Source: an optimization exercise on an open RTL-to-GDS flow (aim: small area, a short achievable clock period and few clock cycles per item). Production flows keep margins and buffers that such runs may drop. Function was checked by simulation only, so behaviour that the tests miss may differ from the original. No run shown here takes its clock network from TritonCTS; it comes from the design's own scripts or RTL. No driver is modelled on the clock port, so clock power and skew are understated where the tree is cut down; a real chip needs a root buffer or a tree. Power is estimated from default activity; no workload was simulated.

`flow/run.sh`:
```
#!/bin/bash
# The standard layout (standard.sh), with three changes:
#  - the port buffers are small buf_1 cells;
#  - synthesis maps the logic with flow/abc.script (an area-oriented ABC script)
#    instead of ORFS's abc_speed.script. Everything else in synthesis is
#    synth_recipe.tcl unchanged, so the registers are the standard synthesis's;
#  - the clock is distributed by flow/clock.tcl (a few clock buffers, each
#    driving the flip-flops near it) instead of TritonCTS's H-tree.
# Tool output goes to standard.log here and to the ORFS logs under orfs/logs.
set -e
here=$(pwd)
export BUFFER_PORTS_ARGS="-buffer_cell sky130_fd_sc_hd__buf_1"
export PRE_CTS_TCL=$here/flow/clock.tcl
{
  echo "proc abc {args} { set i [lsearch -exact \$args -script]; if {\$i >= 0} { lset args [expr {\$i + 1}] $here/flow/abc.script }; yosys abc {*}\$args }"
  cat synth_recipe.tcl
} > my_synth.tcl
sed "s#SYNTH_SCRIPT=[^ ]*#SYNTH_SCRIPT=$here/my_synth.tcl#" standard.sh > my_standard.sh
bash my_standard.sh > standard.log 2>&1
```
`flow/abc.script`:
```
strash
dc2
&get -n
&st
&dch
&nf -R 1000
&put
topo
```
`flow/clock.tcl`:
```
# Clock distribution for this small design, in place of TritonCTS's H-tree:
# the clock sinks are split into two halves by position, and each half is
# driven by one clock buffer at its centroid; the clock port drives the two
# buffers. One buffer level, no dummy loads.
proc my_clock_buffers { clk_port buf_master nparts } {
  set block [ord::get_db_block]
  set master [[ord::get_db] findMaster $buf_master]
  set clknet [$block findNet $clk_port]
  set sinks [list]
  foreach it [$clknet getITerms] {
    set loc [[$it getInst] getLocation]
    lappend sinks [list $it [lindex $loc 0] [lindex $loc 1]]
  }
  # split along the wider axis
  set xs [lmap s $sinks {lindex $s 1}]
  set ys [lmap s $sinks {lindex $s 2}]
  set dx [expr {[tcl::mathfunc::max {*}$xs] - [tcl::mathfunc::min {*}$xs]}]
  set dy [expr {[tcl::mathfunc::max {*}$ys] - [tcl::mathfunc::min {*}$ys]}]
  set key [expr {$dx >= $dy ? 1 : 2}]
  set sorted [lsort -integer -index $key $sinks]
  set n [llength $sorted]
  for {set p 0} {$p < $nparts} {incr p} {
    set lo [expr {($p * $n) / $nparts}]
    set hi [expr {(($p + 1) * $n) / $nparts - 1}]
    set part [lrange $sorted $lo $hi]
    set sx 0; set sy 0
    foreach s $part { set sx [expr {$sx + [lindex $s 1]}]; set sy [expr {$sy + [lindex $s 2]}] }
    set m [llength $part]
    set inst [odb::dbInst_create $block $master clkbuf_leaf_$p]
    set net [odb::dbNet_create $block clknet_leaf_$p]
    $net setSigType CLOCK
    foreach s $part { set it [lindex $s 0]; $it disconnect; $it connect $net }
    [$inst findITerm A] connect $clknet
    [$inst findITerm X] connect $net
    $inst setLocation [expr {$sx / $m}] [expr {$sy / $m}]
    $inst setPlacementStatus PLACED
    puts "clock buffer clkbuf_leaf_$p ($buf_master) drives $m sinks"
  }
  $clknet setSigType CLOCK
}

my_clock_buffers CLK sky130_fd_sc_hd__clkbuf_8 3

# The clock buffers are in place; the CTS step keeps its repair and placement
# legalisation, but builds no tree of its own.
proc clock_tree_synthesis { args } {
  puts "clock_tree_synthesis: clock buffers placed by flow/clock.tcl"
  set_propagated_clock [all_clocks]
}
```
`standard.sh`:
```
#!/bin/bash
# synth_recipe.tcl (not shown) runs the flow's synth.tcl, then flattens the netlist and writes it again
# the make line also repeats each setting of config.mk as NAME=value (left out here)
make -C /OpenROAD-flow-scripts/flow DESIGN_CONFIG=/design/flow/config.mk WORK_HOME=/design/flow/orfs CLKGATE_MAP_FILE= SYNTH_SCRIPT=/design/flow/synth_recipe.tcl "${@:-finish}"
```
`config.mk`:
```
export PLATFORM = sky130hd
export DESIGN_NAME = Int2Ieee754
export DESIGN_NICKNAME = Int2Ieee754
export VERILOG_FILES = /design/flow/design.v
export SDC_FILE = /design/flow/constraint.sdc
export NUM_CORES = 4
export LEC_CHECK = 0
export CAP_MARGIN = 20
export CORE_MARGIN = 2
export CORE_UTILIZATION = 35
export GPL_TIMING_DRIVEN = 1
export SETUP_SLACK_MARGIN = 1.6
export SLEW_MARGIN = 20
```
`constraint.sdc`:
```
create_clock -name core_clock -period 4.0 [get_ports {CLK}]
set_input_delay 0.8000 -clock core_clock [delete_from_list [all_inputs] [get_ports {CLK}]]
set_output_delay 0.8000 -clock core_clock [all_outputs]
set_load 0.01 [all_outputs]
```
`design.v`:
```
`timescale 1ns / 1ps
module Int2Ieee754
#
(
	parameter	inputDataLength	=	32
)
(
    input 	CLK,
    input 	RST,
    input	[inputDataLength-1:0] 		IntInput,
    input	inputCS,
	 output	reg 	[31:0] 		Data754,
    output 	reg					outputCS
    );
reg per_inputCS;
always @(posedge CLK or negedge RST) begin
	if (!RST)
		per_inputCS <= 1'b0;
	else
		per_inputCS <= inputCS;
end
wire start = inputCS & ~per_inputCS;
always @(*) outputCS = start;
wire [31:0] x = IntInput;
wire [7:0]  nzn;
genvar g;
generate for (g = 0; g < 8; g = g + 1) begin : nib
	assign nzn[g] = |x[4*g+3:4*g];
end endgenerate
wire [7:0] sel;
assign sel[7] = start & nzn[7];
generate for (g = 0; g < 7; g = g + 1) begin : one
	assign sel[g] = start & nzn[g] & ~|nzn[7:g+1];
end endgenerate
reg [31:0] c;
integer i;
always @(*) begin
	c = 32'd0;
	for (i = 0; i < 8; i = i + 1)
		c = c | ({32{sel[i]}} & (x << (28 - 4*i)));
end
wire [2:0] pi;
assign pi[2] = |nzn[7:4];
assign pi[1] = nzn[7] | nzn[6] | (~|nzn[5:4] & (nzn[3] | nzn[2]));
assign pi[0] = nzn[7] | (~nzn[6] & nzn[5]) | (~|nzn[6:4] & nzn[3]) | (~|nzn[6:2] & nzn[1]);
wire       hold = ~start;
reg [26:0] rc;    
reg [2:0]  rp;
always @(posedge CLK) begin
	rc <= c[31:5] | ({27{hold}} & rc);
	if (start)
		rp <= pi;
end
wire        t3 = rc[26], t2 = rc[25], t1 = rc[24], t0 = rc[23];
wire [2:0]  rpm1 = rp - 3'd1;
wire        rp0  = ~|rp;
wire        s3 = t3, s2 = ~t3 & t2, s1 = ~t3 & ~t2 & t1, s0 = ~t3 & ~t2 & ~t1;
wire [22:0] f = ({23{s3}} & rc[25:3]) | ({23{s2}} & rc[24:2]) |
                ({23{s1}} & rc[23:1]) | ({23{s0}} & rc[22:0]);
wire        u  = t3 | t2 | t1;
wire        z0 = s0 & t0;               
wire [7:0]  e  = {u | (z0 & ~rp0), {2{z0 & rp0}},
                  ({3{u}} & rp) | ({3{z0 & ~rp0}} & rpm1) | {3{z0 & rp0}},
                  s3 | z0, s2 | z0};
always @(*) Data754 = {1'b0, e, f};
endmodule
```
==> out/qor.txt, run 1 <==
Routed wl met3 -> 1040 microns
Worst setup startpoint -> inputCS
Later-pin clock latency in the skew report -> 0.14 ns
Most frequent cells in the layout -> nand2_1 (89), buf_1 (64), a222oi_1 (52), dfxtp_1 (24), buf_4 (21)
Cell variety after synth -> 29
GR Util All Layers -> 25.6%
Final WL -> 9420 microns
Leak pwr -> 1.10 nW
Core Area -> 5920 sq um
Fill cells -> 601
Max Slew Vio Count -> 0
Max cap viols -> 0
Worst Setup End Kind -> output pin
Syn_nets -> 312
Final Net Count -> 411
Die area -> 6740 sq um
Setup-failing EPs final -> 0
Most common cell after layout, fill and taps aside -> nand2_1
RSZ-0062 raised after global routing -> yes
Pwr/cell area -> 308 nW/um^2
Clock-pin slew on the worst setup and hold paths -> 0.07 ns
Post-synth top area cell -> dfxtp_1
DIE HEIGHT -> 82.1 microns
Setup TNS -> 0 ns
Post-route ant nets -> 0
Highest metal used -> met4
Yosys top cell area share -> 25.3%
Final core utilization -> 50.5%
R2R cell count -> 7
Crit Reg-Reg Endpoint -> rc[16]$_DFF_P_
Ports -> 68
Slew @ Worst Pin -> 0.598 ns
Initial core utilization -> 36.1%
Antenna violations before repair -> 0
Register bit total from synthesis -> 31
Worst Path Max Fanout -> 16
Design Area, Final -> 2990 sq um
Met1 wire length -> 3820 microns
Gpl congestion -> 0.950
Length of routed met2 wiring -> 4360 microns
Vias in the first global route -> 2512
Synthesized area per cell -> 7.76 sq um
Post-route DRC -> 0
Die width -> 82.1 microns
Setup Skew -> 0.00726 ns
Final Hold Viols -> 0
Worst min path class -> input pin to async pin
Largest net degree at the start of global routing -> 33
Synth top area cells -> dfxtp_1 (25%), a222oi_1 (24%), nand2_1 (16%)
Antenna diode instance count -> 0
CP arrival -> 1.55 ns
Cell Area, Placed -> 2590 sq um
Post-route clock period utilization -> 58.8%
Fmax -> 0.425 GHz
IO Port Bufs -> 66
Row cnt -> 28
Flop2flop setup slack -> 2.03 ns
Share of layout cells above drive strength 1 -> 15.9%
Total power -> 0.922 mW
Post-DP HPWL -> 5580 microns
Drt wl/cell -> 21.1 microns
Pre-CTS WS -> 1.11 ns
Reg2reg start -> per_inputCS$_DFF_PN0_
Mapped Cells -> 275
Total grt overflow -> 0
Slew margin rel. -> 60.0%
First-pass GRT wire length -> 13500 microns
Cts hold-fix bufs -> 0
Yosys Warn Count -> 1
Synth-to-Final Area Change -> 40.2%
Nature of the critical path startpoint -> input pin
Status -> no timing/DRC/antenna violations
Worst Slack Setup Final -> 1.65 ns
Via count -> 3043
DR vias/cell -> 6.81
Cell area after synthesis -> 2130 sq um
Drt first-iter violations -> 578
Crit path kind -> input pin to output pin
DRT Pass-1 Iters -> 9
Fin crit period -> 2.35 ns
Sequential area share after synthesis -> 30.7%
Maximum VDD drop -> 148 uV
Req. time, crit path -> 3.20 ns
how the worst max path moves through the flow:
stage	endpoint	slack [ns]	depth (start not counted)
final	outputCS	1.65	4
after global routing	rc[26]$_DFF_P_	1.58	8
after CTS	rc[23]$_DFF_P_	1.60	8
after detailed placement	rc[16]$_DFF_P_	1.11	8
after global placement	rc[16]$_DFF_P_	1.13	8
after floorplan	Data754[29]	1.60	4
cell type report:
cell class / count / area, sq um / share of cell area, %
Inverter: 6 / 23.8 / 0.794
Sequential cell: 31 / 662 / 22.1
Multi-Input combinational cell: 241 / 1700 / 56.9
Tap cell: 75 / 93.8 / 3.14
Buffer: 3 / 41.3 / 1.38
Timing Repair Buffer: 91 / 470 / 15.7
sequential cells by signal (all words and copies together), names as in the netlist:
| name | flops |
|---|---|
| rc | 27 |
| rp | 3 |
| per_inputCS | 1 |
routing by layer:
layer | vias up | global-route usage, %
li1 | 1361 | -
met1 | 1433 | 37.4
met2 | 225 | 40.6
met3 | 24 | 2.17
met4 | 0 | 6.33
met5 | - | 0
per-stage QoR:
step           instances  hold WS [ns]
2_1_floorplan        275         0.455
3_3_place_gp         417         0.492
3_5_place_dp         417         0.490
4_1_cts              440         0.413
5_1_grt              447         0.413
6_report             447         0.411
worst max-delay path, cell delays in order:
cell and delay, ns:
buf_2 0.15, nand2b_4 0.20, clkinv_2 0.22, buf_1 0.18
logic make-up (layout without fill, tap and decap cells):
logic type	after synthesis	count (layout)	share of synthesized area, %
buffers and inverters	8	100	1.76
AOI/OAI and AO/OA	98	98	38.8
other	1	1	0.176
and+or+nand+nor	134	139	27.0
xor gates and xnor gates	1	1	0.410
adders and majority gates	2	2	1.17
DFF	31	31	30.7
synth_stat cells, drive strengths merged:
cell type and count:
nor2b 2, and2 1, a211oi 1, nand4 2
a21o 5, a221oi 4, a21oi 11, buf 2
nor3 3, conb 1, nand2 91, or3 1
or4 3, o22ai 4, o21ai 5, nor3b 2
nand2b 3, dfxtp 27, nor4 8, a221o 1
nand3 6, xnor2 1, a222oi 52, a22oi 15
ha 2, dfrtp 1, edfxtp 3, clkinv 6
nor2 12
what timing repair did:
action | CTS | global route
hold endpoints to repair | 0 | 0
endpoints found under the setup margin | 58 | 37
resized for setup | 17 | 7
pin swaps | 8 | 10
buffers inserted | 15 | 7
gates cloned | 5 | 0
where the power goes:
part / leakage [nW] / internal, mW / total (mW) / switching, mW
logic: 0.813 / 0.142 / 0.335 / 0.192
clock network: 0.0216 / 0.0687 / 0.158 / 0.0889
registers: 0.264 / 0.355 / 0.430 / 0.0745
Testbench counts, summed over its fixed seeds: cycles 4,800, items 2,400.
==> run 2, diff against run 1 <==
--- a/config.mk
+++ b/config.mk
@@ -8,5 +8,5 @@
 export CAP_MARGIN = 20
 export CORE_MARGIN = 2
-export CORE_UTILIZATION = 35
+export CORE_UTILIZATION = 25
 export GPL_TIMING_DRIVEN = 1
 export SETUP_SLACK_MARGIN = 1.6
==> run 2 against run 1 <==
  * Largest power group unchanged
  * Cell count up 7.6%
  * Hold slack worse by 0.0097 ns
  * Sequential share of layout area down 0.47 points
  * Worst setup slack better by 0.033 ns
  * Critical path depth up 4
  * Sequential cell count unchanged
  * Die area up 38%
  * Clock power about the same
==> out/qor.txt, run 2 <==
CP peak stage delay -> 0.35 ns (was 0.22 ns)
Biggest regs -> rc: 27 flops, rp: 3 flops, per_inputCS: 1 flops (unchanged)
DR vias/cell -> 6.30 (was 6.81)
Die width -> 96.4 microns (was 82.1 microns)
Gpl congestion -> 0.893 (was 0.950)
First-pass GRT wire length -> 14900 microns (was 13500 microns)
Post-route ant nets -> 0 (unchanged)
Maximum VDD drop -> 133 uV (was 148 uV)
Post-route insts no fill -> 481 (was 447)
Setup TNS -> 0 ns (unchanged)
Slew margin rel. -> 58.8% (was 60.0%)
Ports -> 68 (unchanged)
Cell total after placement -> 448 (was 417)
Most common cell after layout, fill and taps aside -> nand2_1 (unchanged)
Worst Setup End Kind -> flip-flop (was output pin)
Most common cell in the netlist -> nand2_1 (unchanged)
GR Util All Layers -> 20.3% (was 25.6%)
Mapped Cells -> 275 (unchanged)
Top_reg_cell synth -> dfxtp_1 (unchanged)
Cell variety after synth -> 29 (unchanged)
Final Net Count -> 415 (was 411)
Die area -> 9290 sq um (was 6740 sq um)
Antenna diode instance count -> 0 (unchanged)
Post-route DRC -> 0 (unchanged)
Antenna violations before repair -> 0 (unchanged)
Comb pwr share -> 36.9% (was 36.3%)
Final Hold Viols -> 0 (unchanged)
Yosys top cell area share -> 25.3% (unchanged)
Highest metal used -> met4 (unchanged)
Share of layout cells above drive strength 1 -> 17.6% (was 15.9%)
Simple-gate share of the synthesized area -> 27.0% (unchanged)
Met1 wire length -> 3750 microns (was 3820 microns)
Pwr/cell area -> 301 nW/um^2 (was 308 nW/um^2)
Setup Skew -> 0.00531 ns (was 0.00726 ns)
Cell Area, Placed -> 2630 sq um (was 2590 sq um)
Clock power share -> 17.1% (about the same)
Via count -> 3028 (was 3043)
Req. time, crit path -> 4.08 ns (was 3.20 ns)
Fin crit period -> 2.32 ns (was 2.35 ns)
Final core utilization -> 37.0% (was 50.5%)
Pre-CTS WS -> 1.04 ns (was 1.11 ns)
Length of routed met2 wiring -> 4550 microns (was 4360 microns)
Row cnt -> 33 (was 28)
Sw Share -> 38.6% (about the same)
Synthesized area per cell -> 7.76 sq um (unchanged)
Largest net degree at the start of global routing -> 32 (was 33)
Nature of the critical path startpoint -> input pin (unchanged)
Clock-pin slew on the worst setup and hold paths -> 0.08 ns (was 0.07 ns)
Fill cells -> 883 (was 601)
Cell area after synthesis -> 2130 sq um (unchanged)
Area fraction in compound gates after synthesis -> 38.8% (unchanged)
Post-synth top area cell -> dfxtp_1 (unchanged)
CP arrival -> 2.40 ns (was 1.55 ns)
Worst Slack Setup Final -> 1.68 ns (was 1.65 ns)
Syn_nets -> 312 (unchanged)
Worst min path class -> input pin to async pin (unchanged)
DRT Pass-1 Iters -> 10 (was 9)
IO Port Bufs -> 66 (unchanged)
Routed wl met3 -> 1030 microns (was 1040 microns)
Core Area -> 8260 sq um (was 5920 sq um)
Fmax -> 0.432 GHz (was 0.425 GHz)
Setup-failing EPs final -> 0 (unchanged)
Leak pwr -> 1.12 nW (was 1.10 nW)
Drt first-iter violations -> 751 (was 578)
Most frequent cells after synthesis -> nand2_1 (91), a222oi_1 (52), dfxtp_1 (27) (unchanged)
Cell Chain, Critical Path -> buf_1 > nor4_4 > buf_4 > nand4_1 > buf_4 > nor4_4 > a222oi_1 > nand2_1 (was buf_2 > nand2b_4 > clkinv_2 > buf_1)
XOR/XNOR Fraction of Synth Area -> 0.410% (unchanged)
CP max-delay cell -> nor4_4 (was clkinv_2)
Synth top area cells -> dfxtp_1 (25%), a222oi_1 (24%), nand2_1 (16%) (unchanged)
Post-synth ARST share -> 3.23% (unchanged)
DIE HEIGHT -> 96.4 microns (was 82.1 microns)
Initial core utilization -> 25.8% (was 36.1%)
Cts hold-fix bufs -> 0 (unchanged)
Internal cell power -> 0.564 mW (was 0.566 mW)
Power share of the sequential group -> 46.0% (was 46.6%)
Slew @ Worst Pin -> 0.616 ns (was 0.598 ns)
Crit path kind -> input pin to flip-flop (was input pin to output pin)
Most frequent cells in the layout -> nand2_1 (89), buf_1 (62), a222oi_1 (52), buf_4 (26), dfxtp_1 (24) (was nand2_1 (89), buf_1 (64), a222oi_1 (52), dfxtp_1 (24), buf_4 (21))
Sequential area share after synthesis -> 30.7% (unchanged)
Synth-to-Final Area Change -> 43.3% (was 40.2%)
Drt wl/cell -> 19.9 microns (was 21.1 microns)
Adder-cell area share of the yosys netlist -> 1.17% (unchanged)
Later-pin clock latency in the skew report -> 0.14 ns (about the same)
Count of flip-flops with a built-in enable after synthesis -> 3 (unchanged)
Max cap viols -> 0 (unchanged)
Largest family of logic cells by synthesized area -> compound AO/OA/AOI/OAI gates (unchanged)
Final WL -> 9560 microns (was 9420 microns)
Max reg flops -> 27 (unchanged)
Max Slew Vio Count -> 0 (unchanged)
Sw power -> 0.355 mW (was 0.356 mW)
RSZ-0062 raised after global routing -> no (was yes)
Mux cell area share after synthesis -> 0% (unchanged)
Yosys Warn Count -> 1 (unchanged)
Worst Path Max Fanout -> 5 (was 16)
Total grt overflow -> 0 (unchanged)
Biggest register -> rc (unchanged)
Post-DP HPWL -> 6050 microns (was 5580 microns)
Vias in the first global route -> 2788 (was 2512)
Post-route clock period utilization -> 57.9% (was 58.8%)
Register bit total from synthesis -> 31 (unchanged)
Status -> no timing/DRC/antenna violations (unchanged)
Design Area, Final -> 3060 sq um (was 2990 sq um)
-- run 2: cell families (layout without fill, tap and decap cells) --
kind of cell | after synthesis | in the layout
buffers and inverters | 8 | 105
flip-flops | 31 | 31
AO/OA/AOI/OAI | 98 | 98
AND/OR/NAND/NOR | 134 | 138
XOR/XNOR | 1 | 1
adder cells (fa/ha/maj) | 2 | 2
other | 1 | 1
-- run 2: per-layer routing --
layer,vias to the layer above,global-route usage [%]
li1,1365,-
met1,1430,28.5
met2,205,33.2
met3,28,2.17
met4,0,5.40
met5,-,0
-- run 2: per-stage QoR --
stage	hold slack, ns	power, mW
2_1_floorplan	0.455	0.597
3_3_place_gp	0.500	0.730
3_5_place_dp	0.514	0.732
4_1_cts	0.410	0.900
5_1_grt	0.394	0.984
6_report	0.401	0.920
-- run 2: area by class of cell --
class                      instances  area [sq um]  share of cell area, %
buffer                             3          41.3                   1.35
inverter                           6          23.8                  0.777
multi-input combinational        240          1690                   55.4
sequential                        31           662                   21.6
tap                              105           131                   4.30
timing repair buffer              96           505                   16.5
-- run 2: worst max-delay path: cells and delay by family --
| kind | cells | cell delay, ns |
|---|---|---|
| AND/OR/NAND/NOR | 4 | 0.85 |
| buffers and inverters | 3 | 0.57 |
| AO/OA/AOI/OAI | 1 | 0.18 |
-- run 2: what timing repair did --
item	in CTS	in global routing
endpoints found under the setup margin	58	43
resized for setup	16	15
cloned	4	0
pin swaps	7	12
setup buffers	13	13
-- run 2: power by group through the flow --
stage | registers [mW] | clock network, mW | logic, mW
after floorplan | 0.405 | 0 | 0.192
final | 0.423 | 0.157 | 0.339
after CTS | 0.426 | 0.157 | 0.317
after detailed placement | 0.429 | 0 | 0.303
after global routing | 0.431 | 0.174 | 0.379
after global placement | 0.429 | 0 | 0.301
-- run 2: path summary, 6_finish.rpt --
check	startpoint	end	slack, ns	cells after the start
worst max-delay path	IntInput[18]	rc[24]$_DFF_P_	1.68	8
worst min-delay path	RST	per_inputCS$_DFF_PN0_	0.40	1
worst max register to register	per_inputCS$_DFF_PN0_	rc[23]$_DFF_P_	2.17	9
worst min register to register	rc[0]$_DFF_P_	rc[0]$_DFF_P_	0.52	2
max in group asynchronous	RST	per_inputCS$_DFF_PN0_	3.50	1
min in group core_clock	rc[0]$_DFF_P_	rc[0]$_DFF_P_	0.52	2
==> run 3, diff against run 2 <==
--- a/config.mk
+++ b/config.mk
@@ -8,6 +8,6 @@
 export CAP_MARGIN = 20
 export CORE_MARGIN = 2
-export CORE_UTILIZATION = 25
+export CORE_UTILIZATION = 30
 export GPL_TIMING_DRIVEN = 1
-export SETUP_SLACK_MARGIN = 1.6
+export SETUP_SLACK_MARGIN = 1.65
 export SLEW_MARGIN = 20
==> run 3 against run 2 <==
  * Synthesized cell count stayed put
  * Critical path type unchanged
  * Combinational power is 2% higher
  * Highest routed layer unchanged
  * Clock power hardly changed
  * Maximum frequency is 1.6% lower
  * Sequential power hardly changed
==> out/qor.txt, run 3 <==
Synthesized area per cell -> 7.76 sq um (unchanged)
Final Net Count -> 414 (was 415)
Antenna diode instance count -> 0 (unchanged)
Die area -> 7810 sq um (was 9290 sq um)
Sequential area share after synthesis -> 30.7% (unchanged)
Largest net degree at the start of global routing -> 24 (was 32)
Mapped Cells -> 275 (unchanged)
Most common cell in the netlist -> nand2_1 (unchanged)
First-pass GRT wire length -> 14400 microns (was 14900 microns)
GR Util All Layers -> 23.1% (was 20.3%)
Core Area -> 6830 sq um (was 8260 sq um)
Slew margin rel. -> 63.7% (was 58.8%)
Maximum VDD drop -> 147 uV (was 133 uV)
Via count -> 3053 (was 3028)
Total grt overflow -> 0 (unchanged)
Setup Skew -> 0.00574 ns (was 0.00531 ns)
Max cap viols -> 0 (unchanged)
CP arrival -> 2.44 ns (was 2.40 ns)
Row cnt -> 30 (was 33)
Most common cell after layout, fill and taps aside -> nand2_1 (unchanged)
Worst min path class -> input pin to async pin (unchanged)
Share of layout cells above drive strength 1 -> 18.1% (was 17.6%)
Leak pwr -> 1.13 nW (was 1.12 nW)
Setup TNS -> 0 ns (unchanged)
R2R cell count -> 8 (was 9)
Most frequent cells after synthesis -> nand2_1 (91), a222oi_1 (52), dfxtp_1 (27) (unchanged)
Top_reg_cell synth -> dfxtp_1 (unchanged)
Synth-to-Final Area Change -> 43.6% (was 43.3%)
Antenna violations before repair -> 0 (unchanged)
Cell variety after synth -> 29 (unchanged)
Worst Setup End Kind -> flip-flop (unchanged)
RSZ-0062 raised after global routing -> yes (was no)
Nature of the critical path startpoint -> input pin (unchanged)
Total power -> 0.932 mW (was 0.920 mW)
Fmax -> 0.425 GHz (was 0.432 GHz)
Slew @ Worst Pin -> 0.545 ns (was 0.616 ns)
DIE HEIGHT -> 88.4 microns (was 96.4 microns)
DR vias/cell -> 6.48 (was 6.30)
Hold slack -> 0.401 ns (about the same)
Final WL -> 9660 microns (was 9560 microns)
Setup-failing EPs final -> 0 (unchanged)
Register bit total from synthesis -> 31 (unchanged)
Syn_nets -> 312 (unchanged)
DRT Pass-1 Iters -> 9 (was 10)
Gpl congestion -> 0.887 (was 0.893)
Count of flip-flops with a built-in enable after synthesis -> 3 (unchanged)
Post-DP HPWL -> 5680 microns (was 6050 microns)
Post-synth top area cell -> dfxtp_1 (unchanged)
Synth top area cells -> dfxtp_1 (25%), a222oi_1 (24%), nand2_1 (16%) (unchanged)
Post-route DRC -> 0 (unchanged)
Ports -> 68 (unchanged)
Cell area after synthesis -> 2130 sq um (unchanged)
Yosys top cell area share -> 25.3% (unchanged)
Die width -> 88.4 microns (was 96.4 microns)
Biggest register -> rc (unchanged)
Drt first-iter violations -> 781 (was 751)
Final core utilization -> 44.9% (was 37.0%)
IO Port Bufs -> 66 (unchanged)
Max Slew Vio Count -> 0 (unchanged)
Final Hold Viols -> 0 (unchanged)
Post-route clock period utilization -> 58.9% (was 57.9%)
Post-route ant nets -> 0 (unchanged)
Req. time, crit path -> 4.08 ns (about the same)
Fin crit period -> 2.35 ns (was 2.32 ns)
Initial core utilization -> 31.2% (was 25.8%)
Design Area, Final -> 3070 sq um (was 3060 sq um)
Most frequent cells in the layout -> nand2_1 (88), buf_1 (62), a222oi_1 (52), dfxtp_1 (24), buf_4 (23) (was nand2_1 (89), buf_1 (62), a222oi_1 (52), buf_4 (26), dfxtp_1 (24))
Later-pin clock latency in the skew report -> 0.14 ns (about the same)
Crit path kind -> input pin to flip-flop (unchanged)
Post-synth ARST share -> 3.23% (unchanged)
Biggest regs -> rc: 27 flops, rp: 3 flops, per_inputCS: 1 flops (unchanged)
Pwr/cell area -> 304 nW/um^2 (was 301 nW/um^2)
Vias in the first global route -> 2702 (was 2788)
Max reg flops -> 27 (unchanged)
Yosys Warn Count -> 1 (unchanged)
Worst Path Max Fanout -> 9 (was 5)
Drt wl/cell -> 20.5 microns (was 19.9 microns)
Cell Area, Placed -> 2630 sq um (unchanged)
Clock-pin slew on the worst setup and hold paths -> 0.08 ns (about the same)
Status -> no timing/DRC/antenna violations (unchanged)
[run 3: final timing paths]
path / from / endpoint / slack (ns)
max in group asynchronous: RST / per_inputCS$_DFF_PN0_ / 3.50
setup / recovery: IntInput[21] / rc[17]$_DFF_P_ / 1.65
hold reg to reg: rc[0]$_DFF_P_ / rc[0]$_DFF_P_ / 0.52
min in group core_clock: rc[0]$_DFF_P_ / rc[0]$_DFF_P_ / 0.52
setup reg to reg: per_inputCS$_DFF_PN0_ / rc[16]$_DFF_P_ / 2.04
hold / removal: RST / per_inputCS$_DFF_PN0_ / 0.40
[run 3: cell type report]
| type | count | area (sq um) |
|---|---|---|
| Sequential cell | 31 | 664 |
| Timing Repair Buffer | 94 | 499 |
| Multi-Input combinational cell | 241 | 1720 |
| Buffer | 3 | 41.3 |
| Tap cell | 96 | 120 |
| Fill cell | 715 | 3770 |
| Inverter | 6 | 25.0 |
[run 3: cells by family after synthesis]
family                   after synthesis  synth area share (%)
AND/OR/NAND/NOR                      134                  27.0
adder cells (fa/ha/maj)                2                  1.17
buffers and inverters                  8                  1.76
AO/OA/AOI/OAI                         98                  38.8
flip-flops                            31                  30.7
XOR/XNOR                               1                 0.410
other                                  1                 0.176
[run 3: what timing repair did]
item | 4_1_cts | 5_1_grt
resized for setup | 17 | 13
buffers inserted | 14 | 11
setup endpoints to repair | 58 | 46
pin swaps | 8 | 9
gates cloned | 5 | 0
hold buffers | 0 | 0
[run 3: metal layers]
layer,track usage [%],wire [microns]
met1,33.3,3710
met3,2.33,1090
met2,36.4,4520
met4,7.02,343
met5,0,0
[run 3: report_power, final]
group          switching [mW]  leakage (nW)  internal [mW]  total [mW]
Sequential             0.0710         0.265          0.355       0.426
Clock                  0.0908        0.0216         0.0687       0.160
Combinational           0.201         0.843          0.145       0.346
[run 3: worst max-delay path, cell delays in order]
cell     delay, ns
buf_1         0.20
nor4_4        0.49
nand4_1       0.19
buf_6         0.19
nor3_4        0.22
buf_6         0.17
a22oi_1       0.09
nand3_1       0.10
[run 3: metrics by stage]
step | worst slack, ns | instances
4_1_cts | 1.65 | 460
3_5_place_dp | 1.16 | 438
6_report | 1.65 | 471
3_3_place_gp | 1.19 | 438
5_1_grt | 1.57 | 471
2_1_floorplan | 1.65 | 275
==> run 4, diff against run 3 <==
--- a/config.mk
+++ b/config.mk
@@ -10,4 +10,4 @@
 export CORE_UTILIZATION = 30
 export GPL_TIMING_DRIVEN = 1
-export SETUP_SLACK_MARGIN = 1.65
+export SETUP_SLACK_MARGIN = 1.55
 export SLEW_MARGIN = 20
==> run 4 against run 3 <==
  * Largest power group unchanged
  * Power decreased by 3.5%
  * Final area fell by 4.5%
  * Clock power down 4%
  * Sequential share of layout area increased by 0.89 points
  * Clock skew is 0.0017 ns lower
  * Hold slack improved by 0.0043 ns
  * Core utilization shrank 2.0 points
  * Global-route usage fell by 2.1 points
  * Via count fell by 4.1%
==> out/qor.txt, run 4 <==
Biggest register -> rc (unchanged)
DRT Pass-1 Iters -> 8 (was 9)
Slew @ Worst Pin -> 0.547 ns (was 0.545 ns)
Post-DP HPWL -> 5650 microns (was 5680 microns)
Cell variety after synth -> 29 (unchanged)
Die width -> 88.4 microns (unchanged)
First-pass GRT wire length -> 13200 microns (was 14400 microns)
Req. time, crit path -> 4.08 ns (about the same)
Antenna violations before repair -> 0 (unchanged)
Status -> no timing/DRC/antenna violations (unchanged)
Met3 Use GR -> 3.26% (was 2.33%)
Post-route ant nets -> 0 (unchanged)
Most common cell after layout, fill and taps aside -> nand2_1 (unchanged)
Row cnt -> 30 (unchanged)
Synth-to-Final Area Change -> 37.2% (was 43.6%)
IO Port Bufs -> 66 (unchanged)
Grt peak-use layer -> met2 (unchanged)
Total grt overflow -> 0 (unchanged)
Drt wl/cell -> 18.8 microns (was 20.5 microns)
Die area -> 7810 sq um (unchanged)
DR vias/cell -> 6.32 (was 6.48)
Setup-failing EPs final -> 0 (unchanged)
Max cap viols -> 0 (unchanged)
Crit path kind -> input pin to flip-flop (unchanged)
Post-route insts no fill -> 463 (was 471)
Sequential area share after synthesis -> 30.7% (unchanged)
Internal cell power -> 0.559 mW (was 0.569 mW)
Max Slew Vio Count -> 0 (unchanged)
Leak pwr -> 1.06 nW (was 1.13 nW)
Post-route DRC -> 0 (unchanged)
Antenna diode instance count -> 0 (unchanged)
Met1 GRT Util -> 29.9% (was 33.3%)
Count of flip-flops with a built-in enable after synthesis -> 3 (unchanged)
Biggest regs -> rc: 27 flops, rp: 3 flops, per_inputCS: 1 flops (unchanged)
Share of layout cells above drive strength 1 -> 14.2% (was 18.1%)
Final core utilization -> 42.9% (was 44.9%)
Mapped Cells -> 275 (unchanged)
Comb pwr share -> 35.9% (was 37.1%)
Drt first-iter violations -> 656 (was 781)
Setup TNS -> 0 ns (unchanged)
Fin crit period -> 2.38 ns (was 2.35 ns)
Cell area after synthesis -> 2130 sq um (unchanged)
Setup Skew -> 0.00405 ns (was 0.00574 ns)
Slew margin rel. -> 63.5% (was 63.7%)
Register bit total from synthesis -> 31 (unchanged)
GR Util All Layers -> 20.9% (was 23.1%)
Final WL -> 8720 microns (was 9660 microns)
Largest net degree at the start of global routing -> 31 (was 24)
Cts hold-fix bufs -> 0 (unchanged)
Later-pin clock latency in the skew report -> 0.14 ns (about the same)
Post-synth top area cell -> dfxtp_1 (unchanged)
Worst min path class -> input pin to async pin (unchanged)
Final Net Count -> 406 (was 414)
Worst Setup End Kind -> flip-flop (unchanged)
Maximum VDD drop -> 138 uV (was 147 uV)
Yosys Warn Count -> 1 (unchanged)
Yosys top cell area share -> 25.3% (unchanged)
Via count -> 2927 (was 3053)
CP arrival -> 2.46 ns (was 2.44 ns)
Cell total after placement -> 440 (was 438)
Power share of the sequential group -> 47.0% (was 45.8%)
Initial core utilization -> 31.2% (unchanged)
M2 GR Usage -> 33.6% (was 36.4%)
Nature of the critical path startpoint -> input pin (unchanged)
Clock power share -> 17.2% (was 17.1%)
Sw Share -> 37.8% (was 38.9%)
Post-synth ARST share -> 3.23% (unchanged)
Synth top area cells -> dfxtp_1 (25%), a222oi_1 (24%), nand2_1 (16%) (unchanged)
RSZ-0062 raised after global routing -> no (was yes)
Fill cells -> 731 (was 715)
Clock-pin slew on the worst setup and hold paths -> 0.08 ns (about the same)
Vias in the first global route -> 2545 (was 2702)
Most frequent cells after synthesis -> nand2_1 (91), a222oi_1 (52), dfxtp_1 (27) (unchanged)
Pwr/cell area -> 307 nW/um^2 (was 304 nW/um^2)
Core Area -> 6830 sq um (unchanged)
Worst Path Max Fanout -> 5 (was 9)
Post-route clock period utilization -> 59.5% (was 58.9%)
Max reg flops -> 27 (unchanged)
Most frequent cells in the layout -> nand2_1 (89), buf_1 (65), a222oi_1 (52), dfxtp_1 (25), buf_4 (20) (was nand2_1 (88), buf_1 (62), a222oi_1 (52), dfxtp_1 (24), buf_4 (23))
Gpl congestion -> 0.896 (was 0.887)
DIE HEIGHT -> 88.4 microns (unchanged)
Syn_nets -> 312 (unchanged)
Final Hold Viols -> 0 (unchanged)
Ports -> 68 (unchanged)
Synthesized area per cell -> 7.76 sq um (unchanged)
Top_reg_cell synth -> dfxtp_1 (unchanged)
Fmax -> 0.420 GHz (was 0.425 GHz)
Sw power -> 0.340 mW (was 0.363 mW)
Most common cell in the netlist -> nand2_1 (unchanged)
-- run 4: cell counts after synthesis --
No cell type changed its count.
-- run 4: worst paths after layout --
kind	from	to	slack (ns)	cells past startpoint
max in group asynchronous	RST	per_inputCS$_DFF_PN0_	3.50	1
worst min-delay path	RST	per_inputCS$_DFF_PN0_	0.41	1
worst max-delay path	IntInput[30]	rc[24]$_DFF_P_	1.62	8
min in group core_clock	rc[0]$_DFF_P_	rc[0]$_DFF_P_	0.51	2
worst max register to register	per_inputCS$_DFF_PN0_	rc[16]$_DFF_P_	2.19	7
worst min register to register	rc[0]$_DFF_P_	rc[0]$_DFF_P_	0.51	2
-- run 4: power by group through the flow --
stage	Combinational, mW	Clock (mW)	Sequential, mW
6_report	0.323	0.154	0.423
5_1_grt	0.357	0.170	0.428
4_1_cts	0.306	0.158	0.423
3_5_place_dp	0.297	0	0.429
3_3_place_gp	0.295	0	0.429
2_1_floorplan	0.192	0	0.405
-- run 4: routing by layer --
metal  vias to the layer above  part of all wire [%]
li1                       1347                     -
met1                      1367                    41
met2                       188                    46
met3                        25                    11
met4                         0                   2.5
met5                         -                     0
-- run 4: logic make-up (layout without fill, tap and decap cells) --
family / count (synthesis) / count (layout) / synth area share, %
AND/OR/NAND/NOR: 134 / 137 / 27.0
AO/OA/AOI/OAI: 98 / 98 / 38.8
flip-flops: 31 / 31 / 30.7
buffers and inverters: 8 / 97 / 1.76
adder cells (fa/ha/maj): 2 / 2 / 1.17
other: 1 / 1 / 0.176
XOR/XNOR: 1 / 1 / 0.410
-- run 4: layout make-up --
type | count | area (sq um) | share of cell area (%)
plain buffers | 3 | 41.3 | 1.41
inverters | 6 | 23.8 | 0.812
well taps | 96 | 120 | 4.10
repair buffers | 88 | 422 | 14.4
multi-input cells | 239 | 1660 | 56.7
flip-flops and latches | 31 | 661 | 22.6
-- run 4: metrics by stage --
step           area [sq um]  hold slack, ns  total power [mW]  worst slack [ns]
2_1_floorplan          2220           0.455             0.597              1.57
3_3_place_gp           2620           0.496             0.724              1.04
3_5_place_dp           2620           0.494             0.727              1.03
4_1_cts                2840           0.403             0.886              1.58
5_1_grt                2930           0.404             0.955              1.54
6_report               2930           0.405             0.900              1.62
-- run 4: worst max-delay path: stages --
cell and delay [ns]:
buf_1 0.12, nor4_4 0.38, and2_4 0.23, nand4_1 0.08, buf_4 0.19, nor4_4 0.37, a222oi_1 0.18, nand2_1 0.12
-- run 4: timing repair --
item,CTS,global route
pin swaps,7,8
resized for setup,13,10
hold endpoints to repair,0,0
setup buffers,11,6
cloned,3,0
setup endpoints to repair,49,32
==> run 5, diff against run 4 <==
--- a/config.mk
+++ b/config.mk
@@ -10,4 +10,4 @@
 export CORE_UTILIZATION = 30
 export GPL_TIMING_DRIVEN = 1
-export SETUP_SLACK_MARGIN = 1.55
+export SETUP_SLACK_MARGIN = 1.6
 export SLEW_MARGIN = 20
==> run 5 against run 4 <==
  * Wire length rose by 2.9%
  * Final area up 0.26%
  * Hold slack better by 0.0034 ns
  * Largest power group unchanged
  * Sequential share of layout area barely moved
  * Still clean
  * Clock power increased by 4%
  * Power up 1.2%
  * First-iteration DRC count is 5.0% lower
  * Maximum frequency is 1.3% higher
  * Core utilization rose by 0.11 points
  * Register-to-register slack got worse by 0.16 ns
==> out/qor.txt, run 5 <==
Count of flip-flops with a built-in enable after synthesis -> 3 (unchanged)
Final core utilization -> 43.0% (was 42.9%)
Post-route ant nets -> 0 (unchanged)
Gpl congestion -> 0.894 (was 0.896)
Adder-cell area share of the yosys netlist -> 1.17% (unchanged)
Req. time, crit path -> 4.08 ns (about the same)
Final Hold Viols -> 0 (unchanged)
Grt peak-use layer -> met2 (unchanged)
DIE HEIGHT -> 88.4 microns (unchanged)
Biggest register -> rc (unchanged)
Post-route DRC -> 0 (unchanged)
Post-synth top area cell -> dfxtp_1 (unchanged)
Area of the multi-input gates -> 1670 sq um (was 1660 sq um)
Vias in the first global route -> 2493 (was 2545)
CP peak stage delay -> 0.36 ns (was 0.38 ns)
GR Util All Layers -> 21.5% (was 20.9%)
Worst Setup End Kind -> flip-flop (unchanged)
Row cnt -> 30 (unchanged)
Ports -> 68 (unchanged)
Share of layout cells above drive strength 1 -> 14.0% (was 14.2%)
Post-route clock period utilization -> 58.8% (was 59.5%)
RSZ-0062 raised after global routing -> yes (was no)
Max cap viols -> 0 (unchanged)
Most frequent cells after synthesis -> nand2_1 (91), a222oi_1 (52), dfxtp_1 (27) (unchanged)
Largest family of logic cells by synthesized area -> compound AO/OA/AOI/OAI gates (unchanged)
Fill cells -> 732 (was 731)
Initial core utilization -> 31.2% (unchanged)
First-pass GRT wire length -> 13400 microns (was 13200 microns)
Fin crit period -> 2.35 ns (was 2.38 ns)
XOR/XNOR Fraction of Synth Area -> 0.410% (unchanged)
Cell variety after synth -> 29 (unchanged)
CP max-delay cell -> nor3b_4 (was nor4_4)
Most common cell after layout, fill and taps aside -> nand2_1 (unchanged)
Setup-failing EPs final -> 0 (unchanged)
Reg area -> 662 sq um (was 661 sq um)
Final WL -> 8970 microns (was 8720 microns)
Most frequent cells in the layout -> nand2_1 (90), buf_1 (64), a222oi_1 (52), dfxtp_1 (24), buf_4 (17) (was nand2_1 (89), buf_1 (65), a222oi_1 (52), dfxtp_1 (25), buf_4 (20))
Setup Skew -> 0.00428 ns (was 0.00405 ns)
Syn_nets -> 312 (unchanged)
Pwr/cell area -> 310 nW/um^2 (was 307 nW/um^2)
Die area -> 7810 sq um (unchanged)
Final Net Count -> 404 (was 406)
Antenna diode instance count -> 0 (unchanged)
Crit path kind -> input pin to flip-flop (unchanged)
IO Port Bufs -> 66 (unchanged)
Synth-to-Final Area Change -> 37.5% (was 37.2%)
Max Slew Vio Count -> 0 (unchanged)
Yosys top cell area share -> 25.3% (unchanged)
Register bit total from synthesis -> 31 (unchanged)
Simple-gate share of the synthesized area -> 27.0% (unchanged)
Worst Path Max Fanout -> 8 (was 5)
DR vias/cell -> 6.38 (was 6.32)
Synthesized area per cell -> 7.76 sq um (unchanged)
Worst min path class -> input pin to async pin (unchanged)
Clock-pin slew on the worst setup and hold paths -> 0.07 ns (was 0.08 ns)
M2 GR Usage -> 34.4% (was 33.6%)
Synth top area cells -> dfxtp_1 (25%), a222oi_1 (24%), nand2_1 (16%) (unchanged)
Status -> no timing/DRC/antenna violations (unchanged)
Drt wl/cell -> 19.5 microns (was 18.8 microns)
Max reg flops -> 27 (unchanged)
Cell Chain, Critical Path -> buf_1 > nor4_4 > and2_4 > nand4_1 > buf_6 > nor3b_4 > a222oi_1 > nand2_1 (was buf_1 > nor4_4 > and2_4 > nand4_1 > buf_4 > nor4_4 > a222oi_1 > nand2_1)
Core Area -> 6830 sq um (unchanged)
Maximum VDD drop -> 195 uV (was 138 uV)
Post-DP HPWL -> 5630 microns (was 5650 microns)
Area fraction in compound gates after synthesis -> 38.8% (unchanged)
Post-synth ARST share -> 3.23% (unchanged)
Slew margin rel. -> 63.2% (was 63.5%)
Fmax -> 0.426 GHz (was 0.420 GHz)
Antenna violations before repair -> 0 (unchanged)
Die width -> 88.4 microns (unchanged)
Most common cell in the netlist -> nand2_1 (unchanged)
Met1 GRT Util -> 29.7% (was 29.9%)
Drt first-iter violations -> 623 (was 656)
CP arrival -> 2.43 ns (was 2.46 ns)
Yosys Warn Count -> 1 (unchanged)
Setup TNS -> 0 ns (unchanged)
Largest net degree at the start of global routing -> 31 (unchanged)
Met3 Use GR -> 3.26% (unchanged)
Mapped Cells -> 275 (unchanged)
Sequential area share after synthesis -> 30.7% (unchanged)
Nature of the critical path startpoint -> input pin (unchanged)
Cell area after synthesis -> 2130 sq um (unchanged)
Total grt overflow -> 0 (unchanged)
DRT Pass-1 Iters -> 10 (was 8)
Leak pwr -> 1.05 nW (was 1.06 nW)
Biggest regs -> rc: 27 flops, rp: 3 flops, per_inputCS: 1 flops (unchanged)
Later-pin clock latency in the skew report -> 0.14 ns (about the same)
Mux cell area share after synthesis -> 0% (unchanged)
Slew @ Worst Pin -> 0.552 ns (was 0.547 ns)
Via count -> 2941 (was 2927)
Top_reg_cell synth -> dfxtp_1 (unchanged)
-- run 5: stage by stage --
step                power [mW]  instance area, sq um  hold WS (ns)  setup slack, ns  std cells
floorplan                0.597                  2230         0.455             1.60        275
global placement         0.724                  2620         0.476             1.06        440
detailed placement       0.726                  2620         0.480             1.04        440
CTS                      0.890                  2850         0.408             1.60        457
global route             0.968                  2940         0.410             1.60        461
finish                   0.911                  2940         0.409             1.65        461
-- run 5: final timing paths --
check / startpoint / to / slack [ns] / cells past startpoint
worst min register to register: rc[0]$_DFF_P_ / rc[0]$_DFF_P_ / 0.51 / 2
worst max-delay path: IntInput[27] / rc[24]$_DFF_P_ / 1.65 / 8
worst min-delay path: RST / per_inputCS$_DFF_PN0_ / 0.41 / 1
min in group core_clock: rc[0]$_DFF_P_ / rc[0]$_DFF_P_ / 0.51 / 2
worst max register to register: per_inputCS$_DFF_PN0_ / rc[13]$_DFF_P_ / 2.03 / 7
max in group asynchronous: RST / per_inputCS$_DFF_PN0_ / 3.49 / 1
-- run 5: layout make-up --
cell class	count	share of cell area, %
Inverter	6	0.853
Timing Repair Buffer	86	14.2
Tap cell	96	4.09
Sequential cell	31	22.5
Multi-Input combinational cell	239	56.9
Buffer	3	1.41
-- run 5: layer usage --
metal,up-vias,share of wire [%]
met5,-,0
met4,0,2.1
met3,11,10
met2,180,48
met1,1410,40
li1,1340,-
-- run 5: kinds of logic (layout without fill, tap and decap cells) --
| family | count (synthesis) | in the layout |
|---|---|---|
| buf+inv | 8 | 95 |
| flops | 31 | 31 |
| compound gates | 98 | 98 |
| simple gates | 134 | 137 |
| other cells | 1 | 1 |
| fa+ha+maj | 2 | 2 |
| xor+xnor | 1 | 1 |
-- run 5: what timing repair did --
item                                    4_1_cts  5_1_grt
endpoints found under the setup margin       54       35
gates cloned                                  3        0
buffers inserted                             11        4
pin swaps                                     8        7
hold buffers                                  0        0
gates resized for setup                      15       11
-- run 5: worst max-delay path, delay by kind of cell --
kind,cells,cell delay (ns)
AND/OR/NAND/NOR,5,1.13
buffers and inverters,2,0.32
AO/OA/AOI/OAI,1,0.17
-- run 5: report_power, final --
group	switching, mW	internal (mW)
Combinational	0.193	0.140
Clock	0.0910	0.0687
Sequential	0.0635	0.355
Total	0.347	0.564
==> run 6, diff against run 5 <==
--- a/flow/run.sh
+++ b/flow/run.sh
@@ -3,5 +3,6 @@
 #  - the port buffers are small buf_1 cells;
 #  - synthesis maps the logic with flow/abc.script (an area-oriented ABC script)
-#    instead of ORFS's abc_speed.script. Everything else in synthesis is
+#    instead of ORFS's abc_speed.script, and keeps ABC off the slow wide
+#    gates listed in flow/abc_dont_use.txt. Everything else in synthesis is
 #    synth_recipe.tcl unchanged, so the registers are the standard synthesis's;
 #  - the clock is distributed by flow/clock.tcl (a few clock buffers, each
@@ -13,5 +14,5 @@
 export PRE_CTS_TCL=$here/flow/clock.tcl
 {
-  echo "proc abc {args} { set i [lsearch -exact \$args -script]; if {\$i >= 0} { lset args [expr {\$i + 1}] $here/flow/abc.script }; yosys abc {*}\$args }"
+  echo "proc abc {args} { set i [lsearch -exact \$args -script]; if {\$i >= 0} { lset args [expr {\$i + 1}] $here/flow/abc.script }; foreach c [list $(cat flow/abc_dont_use.txt)] { lappend args -dont_use \$c }; yosys abc {*}\$args }"
   cat synth_recipe.tcl
 } > my_synth.tcl
==> flow/abc_dont_use.txt (new file) <==
sky130_fd_sc_hd__or4_* sky130_fd_sc_hd__nor4_* sky130_fd_sc_hd__or3_* sky130_fd_sc_hd__nor3_* sky130_fd_sc_hd__and4_* sky130_fd_sc_hd__nand4_*
--- a/config.mk
+++ b/config.mk
@@ -9,5 +9,5 @@
 export CORE_MARGIN = 2
 export CORE_UTILIZATION = 30
-export GPL_TIMING_DRIVEN = 1
-export SETUP_SLACK_MARGIN = 1.6
+export GPL_TIMING_DRIVEN = 0
+export SETUP_SLACK_MARGIN = 1.55
 export SLEW_MARGIN = 20
==> run 6 against run 5 <==
  * Die area increased by 1.7%
  * Area after synthesis increased by 1.8%
  * Sequential power about the same
  * Clock skew increased by 0.0013 ns
  * Cell count increased by 5.2%
  * Critical endpoint is now rc[16]$_DFF_P_
  * Wire length increased by 4.6%
  * Synthesized cell count increased by 3.3%
  * Still clean
  * Register-to-register slack improved by 0.14 ns
  * Final area increased by 5.8%
  * Hold slack got worse by 0.0060 ns
  * Core utilization increased by 0.53 points
  * Critical path depth increased by 2
==> out/qor.txt, run 6 <==
Post-route clock period utilization -> 61.0% (was 58.8%)
Sw Share -> 37.9% (was 38.1%)
Max reg flops -> 27 (unchanged)
Internal cell power -> 0.580 mW (was 0.564 mW)
Largest net degree at the start of global routing -> 34 (was 31)
Vias in the first global route -> 2672 (was 2493)
Yosys top cell area share -> 24.9% (was 25.3%)
Max Slew Vio Count -> 0 (unchanged)
Reg area -> 662 sq um (unchanged)
Flop2flop setup slack -> 2.17 ns (was 2.03 ns)
Initial core utilization -> 30.5% (was 31.2%)
Worst min path class -> input pin to async pin (unchanged)
Final Hold Viols -> 0 (unchanged)
IO Port Bufs -> 66 (unchanged)
Post-route ant nets -> 0 (unchanged)
Mapped Cells -> 284 (was 275)
Row cnt -> 31 (was 30)
Pwr/cell area -> 301 nW/um^2 (was 310 nW/um^2)
Final core utilization -> 43.5% (was 43.0%)
Most frequent cells after synthesis -> nand2_1 (91), a222oi_1 (52), dfxtp_1 (27) (unchanged)
Crit Reg-Reg Endpoint -> rc[16]$_DFF_P_ (was rc[13]$_DFF_P_)
Clock power share -> 17.0% (was 17.5%)
Most common cell in the netlist -> nand2_1 (unchanged)
Design Area, Final -> 3100 sq um (was 2940 sq um)
Worst Setup End Kind -> flip-flop (unchanged)
R2R cell count -> 7 (unchanged)
First-pass GRT wire length -> 13800 microns (was 13400 microns)
Syn_nets -> 321 (was 312)
Req. time, crit path -> 4.09 ns (was 4.08 ns)
Post-synth ARST share -> 3.23% (unchanged)
Die area -> 7940 sq um (was 7810 sq um)
Biggest regs -> rc: 27 flops, rp: 3 flops, per_inputCS: 1 flops (unchanged)
Crit path kind -> input pin to flip-flop (unchanged)
Total power -> 0.933 mW (was 0.911 mW)
Drt wl/cell -> 19.3 microns (was 19.5 microns)
Max cap viols -> 0 (unchanged)
Final Net Count -> 425 (was 404)
Cell Area, Placed -> 2600 sq um (was 2620 sq um)
DRT Pass-1 Iters -> 9 (was 10)
Gpl congestion -> 0.825 (was 0.894)
Synth-to-Final Area Change -> 42.8% (was 37.5%)
Die width -> 89.1 microns (was 88.4 microns)
Worst setup startpoint -> IntInput[25] (was IntInput[27])
Sw power -> 0.354 mW (was 0.347 mW)
Leak pwr -> 1.17 nW (was 1.05 nW)
Setup-failing EPs final -> 0 (unchanged)
Cell variety after synth -> 27 (was 29)
Sequential area share after synthesis -> 30.2% (was 30.7%)
Status -> no timing/DRC/antenna violations (unchanged)
Cell area after synthesis -> 2170 sq um (was 2130 sq um)
Fin crit period -> 2.44 ns (was 2.35 ns)
Worst Setup EP -> rc[16]$_DFF_P_ (was rc[24]$_DFF_P_)
Count of flip-flops with a built-in enable after synthesis -> 3 (unchanged)
Later-pin clock latency in the skew report -> 0.14 ns (about the same)
Worst Path Max Fanout -> 10 (was 8)
Nature of the critical path startpoint -> input pin (unchanged)
Ports -> 68 (unchanged)
Clock-pin slew on the worst setup and hold paths -> 0.08 ns (was 0.07 ns)
Share of layout cells above drive strength 1 -> 18.9% (was 14.0%)
Post-synth top area cell -> dfxtp_1 (unchanged)
Top_reg_cell synth -> dfxtp_1 (unchanged)
Final WL -> 9380 microns (was 8970 microns)
Most common cell after layout, fill and taps aside -> nand2_1 (unchanged)
Comb pwr share -> 37.8% (was 36.5%)
Post-DP HPWL -> 5520 microns (was 5630 microns)
Fill cells -> 743 (was 732)
Yosys Warn Count -> 1 (unchanged)
Setup TNS -> 0 ns (unchanged)
Most frequent cells in the layout -> nand2_1 (87), buf_1 (62), a222oi_1 (52), dfxtp_1 (24), buf_4 (23) (was nand2_1 (90), buf_1 (64), a222oi_1 (52), dfxtp_1 (24), buf_4 (17))
Biggest register -> rc (unchanged)
Via count -> 3051 (was 2941)
DR vias/cell -> 6.29 (was 6.38)
GR Util All Layers -> 21.5% (about the same)
Area of the multi-input gates -> 1760 sq um (was 1670 sq um)
Register bit total from synthesis -> 31 (unchanged)
RSZ-0062 raised after global routing -> no (was yes)
Synth top area cells -> dfxtp_1 (25%), a222oi_1 (24%), nand2_1 (16%) (unchanged)
Maximum VDD drop -> 117 uV (was 195 uV)
Drt first-iter violations -> 637 (was 623)
Total grt overflow -> 0 (unchanged)
Reg2reg start -> per_inputCS$_DFF_PN0_ (unchanged)
Setup Skew -> 0.00559 ns (was 0.00428 ns)
Core Area -> 7140 sq um (was 6830 sq um)
Synthesized area per cell -> 7.65 sq um (was 7.76 sq um)
Slew margin rel. -> 57.6% (was 63.2%)
Slew @ Worst Pin -> 0.629 ns (was 0.552 ns)
Fmax -> 0.410 GHz (was 0.426 GHz)
Power share of the sequential group -> 45.2% (was 46.0%)
DIE HEIGHT -> 89.1 microns (was 88.4 microns)
CP arrival -> 2.53 ns (was 2.43 ns)
Post-route DRC -> 0 (unchanged)
Antenna diode instance count -> 0 (unchanged)
Antenna violations before repair -> 0 (unchanged)
## run 6: cell count changes in the layout (fill, tap and decap cells not counted), sizes merged, moves of 3 or more
| cell | before | now |
|---|---|---|
| nor3b | 2 | 7 |
| or4 | 3 | 0 |
| nor2 | 13 | 27 |
| nor4 | 8 | 0 |
| nor3 | 4 | 0 |
| buf | 85 | 90 |
## run 6: cells by family (layout without fill, tap and decap cells)
logic type / count (synthesis) / count (layout) / share of synthesized area (%)
xor+xnor: 1 / 1 / 0.403
other cells: 1 / 1 / 0.173
compound gates: 102 / 102 / 39.7
fa+ha+maj: 2 / 2 / 1.15
simple gates: 138 / 146 / 26.5
buf+inv: 9 / 103 / 1.90
flops: 31 / 31 / 30.2
## run 6: area by class of cell
class	count	share of cell area (%)
Multi-Input combinational cell	252	56.5
Tap cell	99	3.99
Inverter	7	0.887
Buffer	5	1.81
Timing Repair Buffer	91	15.4
Sequential cell	31	21.3
## run 6: what timing repair did
item,4_1_cts,5_1_grt
gates cloned,5,3
resized for setup,23,26
pin swaps,5,14
buffers inserted,7,17
setup endpoints to repair,58,50
hold buffers,0,0
## run 6: how the worst min path moves through the flow
stage	start	to	slack, ns
2_1_floorplan	rc[0]$_DFF_P_	rc[0]$_DFF_P_	0.45
3_3_place_gp	rc[0]$_DFF_P_	rc[0]$_DFF_P_	0.47
3_5_place_dp	rc[0]$_DFF_P_	rc[0]$_DFF_P_	0.48
4_1_cts	RST	per_inputCS$_DFF_PN0_	0.41
5_1_grt	RST	per_inputCS$_DFF_PN0_	0.40
6_report	RST	per_inputCS$_DFF_PN0_	0.40
## run 6: metal layers
| metal | track usage [%] | wire, microns |
|---|---|---|
| met4 | 6.38 | 241 |
| met2 | 34.9 | 4390 |
| met5 | 0 | 0 |
| met1 | 30.3 | 3850 |
| met3 | 1.66 | 898 |
## run 6: worst max-delay path, cell delays in order
cell and delay [ns]:
buf_4 0.13, nor2_4 0.10, nor3b_4 0.22, buf_4 0.14, and2_0 0.31, nand2_4 0.16
nor2_4 0.31, a22oi_1 0.14, nand2_1 0.10, a221o_1 0.10
## run 6: power groups by stage
stage	logic (mW)	clock network, mW	registers (mW)
after floorplan	0.193	0	0.402
after global placement	0.290	0	0.425
after detailed placement	0.295	0	0.425
after CTS	0.322	0.157	0.422
after global routing	0.391	0.170	0.426
final	0.353	0.159	0.422
## run 6: metrics by stage
stage / instances / hold WS, ns / setup WS [ns]
detailed placement: 450 / 0.480 / 0.947
CTS: 465 / 0.407 / 1.56
finish: 485 / 0.403 / 1.56
floorplan: 284 / 0.455 / 1.58
global placement: 449 / 0.471 / 0.797
global route: 485 / 0.398 / 1.48

==> afterwards: timing with drivers on the ports <==
How much do the figures lean on ideal ports? The routed layouts below were timed once more, with nothing changed but the port constraints. Step 1: set_driving_cell puts a clkbuf_16 on CLK and a buf_2 on each other input, an assumption about the parent block. Step 2 moves the port delays by t, midway between the first and last clock arrival at a register: inputs arrive t later, outputs are due t later. That takes back most of the time a late clock gives input paths. Three values: ideal, step 1, step 2; two values: the first two.
| run | shift t [ns] | setup WS [ns] | worst hold slack (ns) | slew at the worst register clock pin (ns) | worst slew at a driven data input, ns |
|---|---|---|---|---|---|
| run 1 | 0.186 | 1.650 / 1.632 / 1.502 | 0.411 / 0.388 / 0.508 | 0.08 / 0.08 | 0.03 |
| run 2 | 0.185 | 1.683 / 1.684 / 1.519 | 0.401 / 0.376 / 0.520 | 0.08 / 0.08 | 0.03 |
| run 3 | 0.192 | 1.645 / 1.660 / 1.485 | 0.401 / 0.371 / 0.518 | 0.08 / 0.08 | 0.04 |
| run 4 | 0.185 | 1.618 / 1.647 / 1.462 | 0.405 / 0.382 / 0.507 | 0.08 / 0.08 | 0.04 |
| run 5 | 0.187 | 1.650 / 1.659 / 1.491 | 0.409 / 0.383 / 0.509 | 0.08 / 0.08 | 0.03 |
| run 6 | 0.185 | 1.561 / 1.587 / 1.402 | 0.403 / 0.378 / 0.504 | 0.08 / 0.08 | 0.04 |
After both steps setup and hold are still met in every run listed. The setup slack of run 2, which loses most, moves by +0.001 ns with the drivers and by -0.164 ns with both steps.
